Context: an optimization exercise on an open-source flow, tuned for small area and a short achievable clock period. The choices shown serve that exercise and are no tape-out recipe.
Where RTL was checked, it was by simulation tests only, not by an equivalence proof against the original.
Power figures rest on the tool's default switching activity, not on a simulated workload.

Setup of the previous run:
Design fc_head, start of the top module:
module fc_head #(
    parameter DATA_WIDTH = 16,
    parameter NUM_INPUTS = 1024,
    parameter NUM_OUTPUTS = 4
)(
    input clk,
    input rst,
    input [DATA_WIDTH-1:0] myinput,
    input [DATA_WIDTH*NUM_OUTPUTS-1:0] myweights,
    input myinputValid,
    output [DATA_WIDTH*NUM_OUTPUTS-1:0] softmax_out,
    output softmax_valid,
    output [7:0] led_control,
    output [DATA_WIDTH*NUM_OUTPUTS-1:0] logits
);
    reg [9:0] input_count;
    reg [15:0] x;            
    reg [63:0] weights;
    reg last0, last1, fin, rst_d, clr, logit_valid;
    wire take = myinputValid && !rst;
    always @(posedge clk) begin
        x <= take ? myinput : 16'd0;
        weights <= myweights;
        rst_d <= rst;
        clr <= rst || rst_d || last1;
        if (rst) begin
            input_count <= 0;
            last0 <= 0;
            last1 <= 0;
            fin <= 0;
            logit_valid <= 0;
        end else begin
            if (myinputValid)
                input_count <= input_count + 1;
            last0 <= myinputValid && (input_count == NUM_INPUTS-1);
            last1 <= last0;
            fin <= last1;
            logit_valid <= fin;
        end
    end
    wire [16:0] xe = {x, 1'b0};
    wire [7:0] b_one, b_two, b_neg;
    genvar i;
    generate
        for (i = 0; i < 8; i = i + 1) begin : booth
            assign b_one[i] = xe[2*i+1] ^ xe[2*i];
            assign b_two[i] = (xe[2*i+2] & ~xe[2*i+1] & ~xe[2*i]) | (~xe[2*i+2] & xe[2*i+1] & xe[2*i]);
            assign b_neg[i] = xe[2*i+2];
        end
    endgenerate
    wire x_nz = |x;
    localparam [63:0] BIASES = {16'h003C, 16'h0001, 16'hFFD1, 16'h0006};
    generate
        for (i = 0; i < NUM_OUTPUTS; i = i + 1) begin : output_layer
            neuron #(
                .BIAS(BIASES[(i+1)*DATA_WIDTH-1 -: DATA_WIDTH])
  ...
Size: about 7600 cells after synthesis, about 600 flip-flops, ~220 I/O pins.
clock: 8.0 ns
lec_check: 0
cap_margin: 20
core_margin: 2
core_utilization: 40
slew_margin: 20
run.sh (not shown) runs the stock make flow with config.mk's settings and CLKGATE_MAP_FILE= SYNTH_SCRIPT=/design/flow/synth_recipe.tcl, a recipe that flattens the netlist after the stock synthesis.
Edits applied to the flow inputs when going from the previous run to the current run:
--- a/flow/config.mk
+++ b/flow/config.mk
@@ -6,4 +6,5 @@
 export NUM_CORES = 4
 export LEC_CHECK = 0
+export ABC_AREA = 1
 export CAP_MARGIN = 20
 export CORE_MARGIN = 2
==> comparison <==
On the current run: floorplan die height is 41 um lower than what the previous run gave. Looking at most common library cell in the layout ignoring fill and taps, the a21oi_1 result is from the previous run; the nand2_1 one comes from the current run. [compare] base=the previous run new=the current run: number of cells on the worst hold path has increased; global-route usage went down; setup slack shows an increase of 500 ps. Met3 usage in global routing: the current run > the previous run. Compared with the previous run, in the current run register-to-register slack shows an increase of 500 ps; total of buffers placed on input and output ports shows no meaningful change; count of clock buffers in the final design shows a reduction of 3; highest attainable clock frequency shows an increase of 10 MHz. When the current run is measured against the previous run, its sequential power turns out about 2% higher. Relative to the previous run, the internal power summed over all cells measured on the current run has increased by more than 10%.
No run of this note included a check of the RTL's function; only the layout flow was run.

---

Another version of the RTL of fc_head (not shown whole).
For scale: about 5,500 cells after synthesis, roughly 730 flip-flops, roughly 220 I/O pins, roughly 0.050 mm2 of cells after synthesis.
==> flow/config.mk <==
export PLATFORM = sky130hd
export DESIGN_NAME = fc_head
export DESIGN_NICKNAME = fc_head
export VERILOG_FILES = /design/flow/design.v
export SDC_FILE = /design/flow/constraint.sdc
export NUM_CORES = 4
export LEC_CHECK = 0
export ABC_AREA = 1
export CAP_MARGIN = 20
export CORE_MARGIN = 2
export CORE_UTILIZATION = 40
export CTS_CLUSTER_DIAMETER = 80
export CTS_CLUSTER_SIZE = 30
export SETUP_SLACK_MARGIN = 4.65
export SLEW_MARGIN = 20
==> flow/constraint.sdc <==
create_clock -name core_clock -period 8.0 [get_ports {clk}]
set_input_delay 1.6000 -clock core_clock [delete_from_list [all_inputs] [get_ports {clk}]]
set_output_delay 1.6000 -clock core_clock [all_outputs]
set_load 0.01 [all_outputs]
standard.sh (not shown) runs the stock make flow with config.mk's settings and CLKGATE_MAP_FILE= SYNTH_SCRIPT=/design/flow/synth_recipe.tcl, a recipe that flattens the netlist after the stock synthesis.
==> flow/flow/run.sh <==
#!/bin/bash
export SYNTH_ARGS="-noabc"
bash standard.sh > standard.log 2>&1
Edit:
Settings changed: SETUP_SLACK_MARGIN 4.65 to 4.75.
Effect: Core utilization increases by 0.32 points. Fmax increases by a few percent. Die area does not change.
Edit:
Settings changed: GPL_ROUTABILITY_DRIVEN set to 0, SETUP_SLACK_MARGIN 4.75 to 4.85.
Result: Wire length came out higher by a few percent; register-to-register slack stays flat; first-iteration DRC count came out higher by a little under a tenth; clock skew came out higher by 0.0058 ns; global-route usage came out higher by 0.22 points; clock power came out higher by a few percent; utilization came out higher by 1.2 points; non-clock buffer count came out higher by 42; critical path depth came out higher by 1; cell count came out higher slightly.
Edit:
Settings changed: GPL_ROUTABILITY_DRIVEN 0 to not set, PLACE_DENSITY set to 0.75.
Sequential share of layout area is higher by 0.14 points; setup slack gets better by 0.011 ns; fmax is higher by 0.36%; power is lower by about 2.2%; final area is lower by about 0.5%; first-iteration DRC count is higher by 24%; via count is higher by about 3.7%; worst hold slack gets worse by 0.0074 ns; clock power is about the same; routed wire length is higher by about 1%.
Edit:
Settings changed: PLACE_DENSITY 0.75 to not set, SETUP_SLACK_MARGIN 4.85 to 4.95.
What happened: Power is higher by a few percent; clock skew rose by 0.0043 ns; worst hold slack degrades by 0.016 ns; critical path depth grows by 1; worst setup slack improves by 0.023 ns; sequential share of layout area came out lower by 0.84 points; routed wire length went up slightly; fmax grows slightly; combinational power is higher by a little under a tenth.
Edit:
Settings changed: SETUP_SLACK_MARGIN 4.95 to 4.85.
What happened:
- global-route usage came out lower by 0.70 points
- utilization came out lower by 1.7 points
- area after synthesis stays the same
- clock skew hardly moves
- first-iteration DRC count came out lower by 1.5%
- flip-flop and latch count stays the same

---

== garnet ==
fc_head again, from the RTL that the note above started with.
## fc_head
module fc_head #(
    parameter DATA_WIDTH = 16,
    parameter NUM_INPUTS = 1024,
    parameter NUM_OUTPUTS = 4
)(
    input clk,
    input rst,
    input [DATA_WIDTH-1:0] myinput,
    input [DATA_WIDTH*NUM_OUTPUTS-1:0] myweights,
    input myinputValid,
    output [DATA_WIDTH*NUM_OUTPUTS-1:0] softmax_out,
    output softmax_valid,
    output [7:0] led_control,
    output [DATA_WIDTH*NUM_OUTPUTS-1:0] logits
);
==> flow/config.mk <==
export PLATFORM = sky130hd
export DESIGN_NAME = fc_head
export DESIGN_NICKNAME = fc_head
export VERILOG_FILES = /design/flow/design.v
export SDC_FILE = /design/flow/constraint.sdc
export NUM_CORES = 4
export LEC_CHECK = 0
export ABC_AREA = 1
export CAP_MARGIN = 20
export CORE_MARGIN = 2
export CORE_UTILIZATION = 40
export CTS_CLUSTER_DIAMETER = 80
export CTS_CLUSTER_SIZE = 30
export SETUP_SLACK_MARGIN = 4.85
export SLEW_MARGIN = 20
export TNS_END_PERCENT = 20
==> flow/constraint.sdc <==
create_clock -name core_clock -period 8.0 [get_ports {clk}]
set_input_delay 1.6000 -clock core_clock [delete_from_list [all_inputs] [get_ports {clk}]]
set_output_delay 1.6000 -clock core_clock [all_outputs]
set_load 0.01 [all_outputs]
Scripts as last shown in full above: flow/flow/run.sh
Per the final summary, garnet finished and its layout is clean on timing, DRC and antenna.
What indigo does differently from garnet at the input level:
- clearing TNS_END_PERCENT, which used to be 20
==> flow/flow/run.sh <==
#!/bin/bash
export SYNTH_ARGS="-noabc"
export BUFFER_PORTS_ARGS="-buffer_cell sky130_fd_sc_hd__buf_1"
bash standard.sh > standard.log 2>&1
--- outcome ---
- Comparing indigo and garnet, the higher final critical-path share of the clock period is on garnet.
- indigo vs garnet: count of non-filler cells in the finished layout up slightly
- Compared with garnet, indigo ends up with a larger final cell area.
- Max total power across indigo and garnet: indigo
- Comparing indigo against garnet, there is no change at all in post-synth design cell area.
- Compared with garnet, indigo shows a worst setup slack that is 0.14 ns higher.
- garnet → indigo: static leakage power closely matched the old numbers, growth of design area from synthesis to finish saw an increase, peak clock frequency supported by timing +4.5%, number of non-clock buffers went up by 22%.
diff inputs: indigo => pepper
- a change of CAP_MARGIN from 20 to 5
- a change of SLEW_MARGIN from 20 to 5
--- outcome ---
- Relative to indigo, the wire length reported by the detailed router measured on pepper has increased slightly.
- Status: via count of the first global-routing pass parity (pepper, indigo)
- Compared with indigo, pepper shows a clock network fraction of design power that is 0.3 points lower.
- Of indigo and pepper, indigo shows the lower combinational power share, with pepper above it.
- The higher footprint of the multi-input gates of indigo and pepper is in pepper.

---

## v34
Another version of the RTL of fc_head (not shown whole).
For scale: roughly 5300 cells after synthesis, ~710 flip-flops, roughly 220 I/O pins, ~51000 um^2 of cells after synthesis.
==> flow/config.mk <==
export PLATFORM = sky130hd
export DESIGN_NAME = fc_head
export DESIGN_NICKNAME = fc_head
export VERILOG_FILES = /design/flow/design.v
export SDC_FILE = /design/flow/constraint.sdc
export NUM_CORES = 4
export LEC_CHECK = 0
export ABC_CLOCK_PERIOD_IN_PS = 1500
export CAP_MARGIN = 20
export CORE_MARGIN = 2
export CORE_UTILIZATION = 40
export SETUP_SLACK_MARGIN = 4.5
export SLEW_MARGIN = 20
==> flow/constraint.sdc <==
create_clock -name core_clock -period 8.0 [get_ports {clk}]
set_input_delay 1.6000 -clock core_clock [delete_from_list [all_inputs] [get_ports {clk}]]
set_output_delay 1.6000 -clock core_clock [all_outputs]
set_load 0.01 [all_outputs]
run.sh (not shown) runs the stock make flow with config.mk's settings and CLKGATE_MAP_FILE= SYNTH_SCRIPT=/design/flow/synth_recipe.tcl, a recipe that flattens the netlist after the stock synthesis.
Stock flow here: none of the scripts above is used.
Modified inputs, v5 compared to v34
# v34
export LEC_CHECK = 0
export ABC_CLOCK_PERIOD_IN_PS = 1500
export CAP_MARGIN = 20
export CORE_MARGIN = 2
export CORE_UTILIZATION = 40
export SETUP_SLACK_MARGIN = 4.5
export SLEW_MARGIN = 20
create_clock -name core_clock -period 8.0 [get_ports {clk}]
# v5
export LEC_CHECK = 0
export ABC_AREA = 1
export CAP_MARGIN = 20
export CORE_MARGIN = 2
export CORE_UTILIZATION = 40
export SETUP_SLACK_MARGIN = 4.5
export SLEW_MARGIN = 20
create_clock -name core_clock -period 8.0 [get_ports {clk}]
Findings:
Against v34, v5 comes in about 8% higher on post-layout instance count excluding filler cells.
Comparing v34 and v5, met3 layer usage reported by global route is lower on v34.
Summary of v5 over v34: cell-internal power dropped about 11%, number of cells on the worst reg-to-reg path climbed 10, TritonCTS buffer count climbed 1, minimum hold slack dropped 0.040 ns.
Going from v34 to v5, the count of clock-buffer cells in the layout was found to have gone up by 7.0%.
Summary of v5 over v34: layout overhead on the synthesized area went down by 2.6 points, cell area after layout fell by 1300 um^2, wire length of the first global-routing pass saw little to no change.
Inputs modified between v5 and v17:
# v5
export LEC_CHECK = 0
export ABC_AREA = 1
export CAP_MARGIN = 20
export CORE_MARGIN = 2
export CORE_UTILIZATION = 40
export SETUP_SLACK_MARGIN = 4.5
export SLEW_MARGIN = 20
create_clock -name core_clock -period 8.0 [get_ports {clk}]
# v17
export LEC_CHECK = 0
export ABC_CLOCK_PERIOD_IN_PS = 1500
export CAP_MARGIN = 20
export CORE_MARGIN = 2
export CORE_UTILIZATION = 40
export SETUP_SLACK_MARGIN = 5
export SLEW_MARGIN = 20
create_clock -name core_clock -period 8.0 [get_ports {clk}]
Results
Clock group share of total power (lower): v17
Comparing v5 and v17, the higher non-clock inverter count in the final layout is on v5.
Global-route wire length before repair, v17 vs v5: up by more than 10%
Taking v5 as the reference, in v17 fraction of standard cell area in multi-input logic closely matched the old numbers, maximum frequency -about 3.7%, final critical path time including I/O delays and setup has increased, power climbed 24%.
Of v17 and v5, it is v17 that has the lower final worst setup slack.
Between v17 and v5, it is v17 whose non-clock buffer count is higher, by 283.
v17 ended up with a lower critical path depth in cells than v5 did.

---

fc_head with an RTL version that a note above also has.
Size in the first run: about 50,000 µm² of cells after synthesis.
Settings: LEC_CHECK=0, ABC_CLOCK_PERIOD_IN_PS=1500, CAP_MARGIN=20, CORE_MARGIN=2, CORE_UTILIZATION=40, CTS_CLUSTER_DIAMETER=80, CTS_CLUSTER_SIZE=30, SETUP_SLACK_MARGIN=4.55, SLEW_MARGIN=20; clock period 8.0 ns.
Rerun with:
==> flow/flow/run.sh (new file) <==
#!/bin/bash
export SYNTH_ARGS="-noabc"
bash standard.sh > standard.log 2>&1
==> flow/standard.sh (new file) <==
#!/bin/bash
# synth_recipe.tcl (not shown) runs the flow's synth.tcl, then flattens the netlist and writes it again
# the make line also repeats each setting of config.mk as NAME=value (left out here)
make -C /OpenROAD-flow-scripts/flow DESIGN_CONFIG=/design/flow/config.mk WORK_HOME=/design/flow/orfs CLKGATE_MAP_FILE= SYNTH_SCRIPT=/design/flow/synth_recipe.tcl "${@:-finish}"
Settings changed: ABC_AREA set to 1, ABC_CLOCK_PERIOD_IN_PS 1500 to unset, CORE_UTILIZATION 40 to 55, SETUP_SLACK_MARGIN 4.55 to 4.85.
removed: flow/run.sh
The changed run went through all stages and came out clean.
Synthesized cell count came out higher by 4.7%.
Clock power fell by 9.2%.
Via count increases by 3.6%.
Clock skew barely changes.
Fmax is higher by 8.3%.
Final area goes down by 1.2%.
Sequential cell count does not change.

---

Another version of the RTL of fc_head (not shown whole).
Size: roughly 5300 cells after synthesis, ~860 flip-flops, ~220 I/O pins, about 54000 um^2 of cells after synthesis.
export LEC_CHECK = 0
export ABC_CLOCK_PERIOD_IN_PS = 1500
export CAP_MARGIN = 20
export CORE_MARGIN = 2
export CORE_UTILIZATION = 40
export CTS_CLUSTER_DIAMETER = 70
export CTS_CLUSTER_SIZE = 24
export SETUP_SLACK_MARGIN = 5.0
export SLEW_MARGIN = 20
create_clock -name core_clock -period 8.0 [get_ports {clk}]
standard.sh (not shown) runs the stock make flow with config.mk's settings and CLKGATE_MAP_FILE= SYNTH_SCRIPT=/design/flow/synth_recipe.tcl, a recipe that flattens the netlist after the stock synthesis.
==> flow/flow/run.sh <==
#!/bin/bash
export SYNTH_ARGS="-noabc"
bash standard.sh > standard.log 2>&1
==> next run, changes <==
--- a/flow/config.mk
+++ b/flow/config.mk
@@ -11,5 +11,5 @@
 export CORE_UTILIZATION = 40
-export CTS_CLUSTER_DIAMETER = 70
-export CTS_CLUSTER_SIZE = 24
-export SETUP_SLACK_MARGIN = 5.0
+export CTS_CLUSTER_DIAMETER = 80
+export CTS_CLUSTER_SIZE = 30
+export SETUP_SLACK_MARGIN = 4.8
 export SLEW_MARGIN = 20
After rerunning: The new run went through all stages and came out clean; fmax falls by 0.41%; cell area drops by 8.4%; die area stays the same; first-iteration DRC count is lower by 9.6%; power drops by 11%.
==> next run, changes <==
==> flow/run.sh (new file) <==
#!/bin/bash
# synth_recipe.tcl (not shown) runs the flow's synth.tcl, then flattens the netlist and writes it again
# the make line also repeats each setting of config.mk as NAME=value (left out here)
make -C /OpenROAD-flow-scripts/flow DESIGN_CONFIG=/design/flow/config.mk WORK_HOME=/design/flow/orfs CLKGATE_MAP_FILE= SYNTH_SCRIPT=/design/flow/synth_recipe.tcl finish
removed: flow/flow/run.sh
removed: flow/standard.sh
Result: Synthesized area came out higher by a few percent; setup slack degrades by 0.37 ns; worst hold slack improves by 0.011 ns.
==> next run, changes <==
==> flow/flow/run.sh (new file) <==
#!/bin/bash
export SYNTH_ARGS="-noabc"
bash standard.sh > standard.log 2>&1
==> flow/standard.sh (new file) <==
#!/bin/bash
# synth_recipe.tcl (not shown) runs the flow's synth.tcl, then flattens the netlist and writes it again
# the make line also repeats each setting of config.mk as NAME=value (left out here)
make -C /OpenROAD-flow-scripts/flow DESIGN_CONFIG=/design/flow/config.mk WORK_HOME=/design/flow/orfs CLKGATE_MAP_FILE= SYNTH_SCRIPT=/design/flow/synth_recipe.tcl "${@:-finish}"
--- a/flow/config.mk
+++ b/flow/config.mk
@@ -11,5 +11,5 @@
 export CORE_UTILIZATION = 40
-export CTS_CLUSTER_DIAMETER = 80
-export CTS_CLUSTER_SIZE = 30
-export SETUP_SLACK_MARGIN = 4.8
+export CTS_CLUSTER_DIAMETER = 70
+export CTS_CLUSTER_SIZE = 24
+export SETUP_SLACK_MARGIN = 4.9
 export SLEW_MARGIN = 20
removed: flow/run.sh
The new run passed the timing, design-rule and antenna checks.
Non-clock buffer count drops by 50.
Design area falls by 2.3%.
Total power increases by 0.84%.
Setup slack gets better by 0.41 ns.
Worst hold slack stays flat.
Routed wire length is about the same.
Sequential power goes up by about 1%.
Global-route usage rises by 0.74 points.
Via count drops by 2.0%.
Synthesized cell count drops by 5.8%.
Combinational power is lower by about 4%.
==> next run, changes <==
==> flow/flow/run.sh (replaced) <==
#!/bin/bash
cp standard.sh standard_sh_copy.log 2>/dev/null
export SYNTH_ARGS="-noabc"
bash standard.sh > standard.log 2>&1
--- a/flow/config.mk
+++ b/flow/config.mk
@@ -11,5 +11,5 @@
 export CORE_UTILIZATION = 40
-export CTS_CLUSTER_DIAMETER = 70
-export CTS_CLUSTER_SIZE = 24
-export SETUP_SLACK_MARGIN = 4.9
+export CTS_CLUSTER_DIAMETER = 80
+export CTS_CLUSTER_SIZE = 30
+export SETUP_SLACK_MARGIN = 4.8
 export SLEW_MARGIN = 20
The changed run finished clean.
Global-route usage goes down by 0.74 points.
Count of clock-buffer cells in the layout goes down by 29.
Total power goes down by 7.7%.
Setup slack is worse by 0.049 ns.

## separate check: timing with driven ports
Ports are ideal in the flow. The routed layouts listed here were re-timed in OpenROAD. Step 1, drivers: a clkbuf_16 drives clk and a buf_2 each remaining input, both assumed. Step 2, shift: input delay + t, output delay - t, t = (earliest + latest rising clock arrival at the registers) / 2. This alone moves slack from input paths to output paths. a / b / c = no drivers / after step 1 / after step 2; a / b = the first two.
run | t, ns | slack for setup (ns) | hold slack, ns
the previous run | 0.772 | 0.678 / 0.678 / 0.678 | 0.435 / 0.435 / 0.435
the current run | 0.730 | 1.182 / 1.182 / 1.182 | 0.406 / 0.406 / 0.406
the first run of note 2 | 0.714 | 4.690 / 4.627 / 4.283 | 0.402 / 0.402 / 0.402
the second run of note 2 | 0.728 | 4.790 / 4.738 / 4.217 | 0.407 / 0.407 / 0.407
the third run of note 2 | 0.718 | 4.804 / 4.804 / 4.528 | 0.413 / 0.413 / 0.413
the fourth run of note 2 | 0.725 | 4.815 / 4.815 / 4.484 | 0.405 / 0.405 / 0.405
the fifth run of note 2 | 0.728 | 4.839 / 4.839 / 4.430 | 0.390 / 0.390 / 0.390
the sixth run of note 2 | 0.742 | 4.855 / 4.839 / 4.364 | 0.406 / 0.406 / 0.406
garnet | 0.726 | 4.703 / 4.649 / 4.425 | 0.376 / 0.376 / 0.376
indigo | 0.722 | 4.846 / 4.776 / 4.763 | 0.404 / 0.404 / 0.404
pepper | 0.736 | 4.813 / 4.739 / 4.781 | 0.408 / 0.408 / 0.408
v34 | 0.763 | 4.478 / 4.420 / 4.277 | 0.434 / 0.434 / 0.434
v5 | 0.746 | 4.508 / 4.498 / 4.508 | 0.394 / 0.394 / 0.394
v17 | 0.776 | 4.373 / 4.373 / 4.373 | 0.432 / 0.432 / 0.432
the first run of note 5 | 0.728 | 4.431 / 4.431 / 4.431 | 0.438 / 0.438 / 0.438
the second run of note 5 | 0.693 | 4.705 / 4.705 / 4.553 | 0.400 / 0.400 / 0.400
the first run of note 6 | 0.766 | 4.862 / 4.862 / 4.546 | 0.447 / 0.447 / 0.447
the second run of note 6 | 0.754 | 4.849 / 4.793 / 4.601 | 0.433 / 0.433 / 0.433
the third run of note 6 | 0.761 | 4.484 / 4.484 / 4.436 | 0.443 / 0.443 / 0.443
the fourth run of note 6 | 0.756 | 4.898 / 4.898 / 4.454 | 0.442 / 0.442 / 0.442
the fifth run of note 6 | 0.754 | 4.849 / 4.793 / 4.601 | 0.433 / 0.433 / 0.433
After both steps every run listed still meets setup and hold. For the second run of note 2, which loses most, drivers alone change the setup slack by -0.052 ns; drivers and shift together by -0.573 ns.
